This design comes from an exercise in tuning for small area and a short achievable clock period on the open sky130 flow, not from production work. Function was checked by simulation only, so behaviour that the tests miss may differ from the original.

<file path="flow/run.sh">
#!/bin/bash
# synth_recipe.tcl (not shown) runs the flow's synth.tcl, then flattens the netlist and writes it again
# the make line also repeats each setting of config.mk as NAME=value (left out here)
make -C /OpenROAD-flow-scripts/flow DESIGN_CONFIG=/design/flow/config.mk WORK_HOME=/design/flow/orfs CLKGATE_MAP_FILE= SYNTH_SCRIPT=/design/flow/synth_recipe.tcl finish
</file>
<file path="flow/config.mk">
export PLATFORM = sky130hd
export DESIGN_NAME = Filter
export DESIGN_NICKNAME = Filter
export VERILOG_FILES = /design/flow/design.v
export SDC_FILE = /design/flow/constraint.sdc
export NUM_CORES = 4
export LEC_CHECK = 0
export CAP_MARGIN = 20
export CORE_MARGIN = 2
export CORE_UTILIZATION = 40
export SLEW_MARGIN = 20
</file>
<file path="flow/constraint.sdc">
create_clock -name core_clock -period 14.0 [get_ports {clk}]
set_input_delay 2.8000 -clock core_clock [delete_from_list [all_inputs] [get_ports {clk}]]
set_output_delay 2.8000 -clock core_clock [all_outputs]
set_load 0.01 [all_outputs]
</file>
<file path="flow/design.v">
module Multiplier(input0, input1, out);
	input signed [31:0]input0, input1;
	output wire signed [31:0]out;
	wire signed [63:0]multi_res = input0 * input1; 
	assign out = multi_res[47:16];
endmodule
module Adder(input0, input1, out);
	input signed [31:0]input0, input1;
	output wire signed [31:0]out;
	assign out = input0 + input1; 
endmodule
module Delay(clk, rst, in, outMulti, outDelay);
	input clk, rst;
	input signed [31:0]in;
	output wire signed [31:0]outMulti, outDelay;
	reg signed [31:0]delay;
	assign outMulti = delay;
	assign outDelay = delay;
	always @(posedge clk or negedge rst)
	begin
		if(rst == 1'b0)
			delay <= 32'b0000000000000000_0000000000000000;
		else
			delay <= in;
	end
endmodule
module Filter(clk, rst, in, out);
	input clk, rst;
	input signed [31:0]in;
	output wire signed [31:0]out;
	wire signed [31:0]inSectionSectionInput_to_Adder0_in;
	wire signed [31:0]inSectionAdder0_out_to_Multi0_in;
	wire signed [31:0]inSectionMulti0_out_to_SectionOutput;
	wire signed [31:0]inSectionDelay0_out_to_Multi1_in;
	wire signed [31:0]inSectionMulti1_out_to_Adder0_in;
	wire signed [31:0]inSectionendDelayTermination;
	wire signed [31:0]outSectionSectionInput_to_Multi0_in;
	wire signed [31:0]outSectionMulti0_out_to_Adder0_in;
	wire signed [31:0]outSectionDelay0_out_to_Multi1_in;
	wire signed [31:0]outSectionDelay0_out_to_Delay1_in;
	wire signed [31:0]outSectionDelay1_out_to_Multi2_in;
	wire signed [31:0]outSectionMulti1_out_to_Adder1_in;
	wire signed [31:0]outSectionMulti2_out_to_Adder1_in;
	wire signed [31:0]outSectionAdder1_out_to_Adder0_in;
	wire signed [31:0]outSectionAdder0_out_to_SectionOutput;
	wire signed [31:0]outSectionendDelayTermination;
	assign inSectionSectionInput_to_Adder0_in = in;
	assign out = outSectionAdder0_out_to_SectionOutput;
	Multiplier inSectionMulti0(.input0(inSectionAdder0_out_to_Multi0_in), .input1(32'b1111111111111100_1101101111000001), .out(inSectionMulti0_out_to_SectionOutput));
	Multiplier inSectionMulti1(.input0(inSectionDelay0_out_to_Multi1_in), .input1(32'b0000000000000000_0101010101010101), .out(inSectionMulti1_out_to_Adder0_in));
	assign outSectionMulti0_out_to_Adder0_in = outSectionSectionInput_to_Multi0_in;
	Multiplier outSectionMulti1(.input0(outSectionDelay0_out_to_Multi1_in), .input1(32'b1111111111111101_0000000000000000), .out(outSectionMulti1_out_to_Adder1_in));
	Multiplier outSectionMulti2(.input0(outSectionDelay1_out_to_Multi2_in), .input1(32'b0000000000000110_1110011001100110), .out(outSectionMulti2_out_to_Adder1_in));
	Adder inSectionAdder0(.input0(inSectionSectionInput_to_Adder0_in), .input1(inSectionMulti1_out_to_Adder0_in), .out(inSectionAdder0_out_to_Multi0_in));
	Adder outSectionAdder0(.input0(outSectionMulti0_out_to_Adder0_in), .input1(outSectionAdder1_out_to_Adder0_in), .out(outSectionAdder0_out_to_SectionOutput));
	Adder outSectionAdder1(.input0(outSectionMulti1_out_to_Adder1_in), .input1(outSectionMulti2_out_to_Adder1_in), .out(outSectionAdder1_out_to_Adder0_in));
	Delay inSectionDelay0(.clk(clk), .rst(rst), .in(inSectionMulti0_out_to_SectionOutput), .outMulti(inSectionDelay0_out_to_Multi1_in), .outDelay(inSectionendDelayTermination));
	Delay outSectionDelay0(.clk(clk), .rst(rst), .in(outSectionSectionInput_to_Multi0_in), .outMulti(outSectionDelay0_out_to_Multi1_in), .outDelay(outSectionDelay0_out_to_Delay1_in));
	Delay outSectionDelay1(.clk(clk), .rst(rst), .in(outSectionDelay0_out_to_Delay1_in), .outMulti(outSectionDelay1_out_to_Multi2_in), .outDelay(outSectionendDelayTermination));
	reg signed [31:0]SectionConnection;
	assign outSectionSectionInput_to_Multi0_in = SectionConnection;
	always@(posedge clk or negedge rst)
	begin
	if(rst == 1'b0)
		SectionConnection <= 32'b0000000000000000_0000000000000000;
	else
		SectionConnection <= inSectionMulti0_out_to_SectionOutput;
	end
endmodule
</file>
==> results.py <==
metrics = {
    "status": {
        "status": "complete, no violations",
    },
    "placement": {
        "gp_congestion": 0.9159,
        "dp_hpwl_um": 78360,
        "port_buffers": 65,
        "place_ws_ns": -0.1560,
        "dp_cells": 4885,
    },
    "critical_path": {
        "start_kind": "flip-flop",
        "reg2reg_depth": 47,
        "arrival_ns": 13.64,
        "reg2reg_from": "inSectionDelay0.delay[14]",
        "reg2reg_slack_ns": 0.62,
        "cp-end-kind": "flip-flop",
        "startpoint": "inSectionDelay0.delay[14]",
        "path_buf_inv": 5,
        "cpPeakStageDelay_ns": 0.57,
        "r2r_end": "inSectionDelay0.delay[31]",
        "crit_top_cell": "fa_1",
        "path_delay_family": "adder cells",
        "crit_slowest_cell": "fa_1",
        "worst_ep_required_time_ns": 14.26,
        "path_max_fanout": 8,
        "path_class": "flip-flop to flip-flop",
    },
    "timing": {
        "worst_slack_ns": 0.6225,
        "setup_violations": 0,
        "finalHoldViolations": 0,
        "relSlewSlack_pct": 35.63,
        "finalCriticalPeriod_ns": 13.38,
        "min_period_over_period_pct": 95.55,
        "grt_setup_unrepaired": "true",
        "whs_ns": 0.3902,
        "fmax_mhz": 74.75,
        "fin_skew_ns": 0.01137,
        "worstMarginPinSlew_ns": 0.9586,
        "drv_slew": 0,
        "tns_ns": 0,
    },
    "detailed_routing": {
        "vias_per_cell": 4.845,
        "ant_nets": 0,
        "totalWireLength_um": 86550,
        "drc": 0,
        "drt_iter0_drc": 1129,
        "routed-via-count": 23830,
        "routedWlPerCell_um": 17.60,
        "dr.pass1.iters": 5,
    },
    "clock_network": {
        "cts_num_sinks": 96,
        "cts_buffer_depth": 2,
        "cts_tree": "yes",
        "clock_latency_ns": 0.39,
        "cts-root-buf": "clkbuf_16",
        "cts_made_buffers": 9,
        "h-tree-depth": 3,
        "ctsHoldBuffers": 0,
        "path_clk_slew_ns": 0.08,
    },
    "yosys": {
        "synth_edf_count": 0,
        "synth_seq_cells": 96,
        "synth_fp_nets": 5059,
        "netlist_instances": 3601,
        "synthTopCellsByArea": "fa_1 (42%), ha_1 (23%), inv_1 (12%)",
        "yosysMostFrequentCell": "inv_1",
        "async_flop_share_pct": 100.0,
        "yosys-top-cells-count": "inv_1 (1,134), fa_1 (758), ha_1 (666), xnor2_1 (130), a21oi_1 (129)",
        "synth_cell_types": 81,
        "avgSynthCellArea_um2": 10.14,
        "synthesis.area_um2": 36510,
        "synth_top_area_cell": "fa_1",
        "ys.flop_type": "dfrtp_1",
        "seq_area_frac_synth_pct": 6.580,
        "synth_top_area_share_pct": 41.57,
        "yosys_warnings": 2,
    },
    "hold_path": {
        "min_path_type": "flip-flop to flip-flop",
        "hold_end": "outSectionDelay1.delay[30]",
        "whs_path_depth": 0,
        "hold_path.startpoint": "outSectionDelay0.delay[30]",
    },
    "global_routing": {
        "antenna_found_initial": 1,
        "gr-usage-all-layers_pct": 19.71,
        "grt_max_degree": 71,
        "grt_pass1_vias": 26740,
        "grt_pass1_wl_um": 144800,
        "overflow": 0,
    },
    "floorplanning": {
        "io-pin-count": 66,
        "dieArea_um2": 93700,
        "die_w_um": 306.1,
        "die_h_um": 306.1,
        "start_util_pct": 40.44,
        "design.core.area_um2": 90290,
        "rows": 110,
    },
    "layout": {
        "syn_to_final_growth_pct": 8.527,
        "final_nets": 5195,
        "final_cell_count_no_fill": 4918,
        "num_antenna_cells": 0,
        "drive_above_1_share_pct": 4.810,
    },
    "flow_run": {
        "drv_cap": 0,
    },
}
-- what timing repair did --
item / CTS / global route
pin swaps: 0 / 9
endpoints found under the setup margin: 2 / 19
resized for setup: 3 / 42
buffers inserted: 0 / 17
-- metrics by stage --
stage                     cell area [µm²]  utilization, %
after CTS                           39310           43.54
final                               39620           43.88
after global placement              38990           43.19
after detailed placement            39000           43.20
after global routing                39620           43.88
after floorplan                     36510               -
-- sequential cells by signal, indices dropped and copies added, names as in the netlist --
register                cells
inSectionDelay0.delay      32
outSectionDelay0.delay     32
outSectionDelay1.delay     32
-- kinds of logic after synthesis --
group | share of synthesized area (%)
xor+xnor | 4.760
simple gates | 4.575
buf+inv | 11.80
fa+ha+maj | 64.39
compound gates | 7.626
mux | 0.2639
flops | 6.580
-- placed cells by master (no fill, tap or decap), drive strengths merged, types with 14 or more instances in the layout --
| cell | count |
|---|---|
| a21oi | 135 |
| nor2b | 17 |
| inv | 1139 |
| o21a | 18 |
| a31oi | 14 |
| ha | 666 |
| nor2 | 75 |
| nand2 | 70 |
| o21ai | 73 |
| xnor2 | 135 |
| buf | 73 |
| clkdlybuf4s50 | 64 |
| a21o | 62 |
| nand2b | 26 |
| xor2 | 54 |
| dfrtp | 96 |
| nand3 | 23 |
| a211oi | 20 |
| nor3 | 31 |
| and3 | 16 |
| nand4 | 19 |
| o21bai | 21 |
| fa | 758 |
-- per-layer routing --
layer	vias up	share of wire [%]	GRT usage [%]
li1	11340	-	-
met5	-	0.015	0
met3	73	3.3	1.652
met2	347	49	33.41
met1	12070	46	27.90
met4	2	1.6	3.580
-- final cells by class --
cell class | instances | area (µm²)
tap | 1176 | 1471
timing repair buffer | 137 | 1189
sequential | 96 | 2416
clock buffer | 9 | 225.2
clock inverter | 7 | 73.82
multi-input combinational | 2357 | 29980
inverter | 1136 | 4264
fill | 8740 | 50670
-- worst max path at each step --
| stage | end | slack (ns) | cells past startpoint |
|---|---|---|---|
| final | inSectionDelay0.delay[31] | 0.62 | 47 |
| after global routing | inSectionDelay0.delay[31] | -0.08 | 49 |
| after CTS | inSectionDelay0.delay[31] | 0.02 | 48 |
| after detailed placement | inSectionDelay0.delay[31] | -0.16 | 48 |
| after global placement | inSectionDelay0.delay[31] | -0.15 | 48 |
| after floorplan | inSectionDelay0.delay[31] | 1.18 | 48 |

-- static timing again, ports no longer ideal --
How much do the figures lean on ideal ports? The routed layout below was timed once more, with nothing changed but the port constraints.
Step 1 assumes that a clkbuf_16 drives the clock port and a buf_2 every other input.
Step 2, shift: input delay + t, output delay - t, t = (earliest + latest rising clock arrival at the registers) / 2. This alone moves slack from input paths to output paths.
Slacks: ideal ports / drivers / drivers and shift; pairs: ideal ports / drivers.
t (ns): 0.440
setup WS [ns]: 0.622 / 0.622 / 0.622
hold slack, ns: 0.390 / 0.390 / 0.390
After both steps setup and hold are still met in this run. For this run, drivers alone change the setup slack by 0.000 ns; drivers and shift together by 0.000 ns.
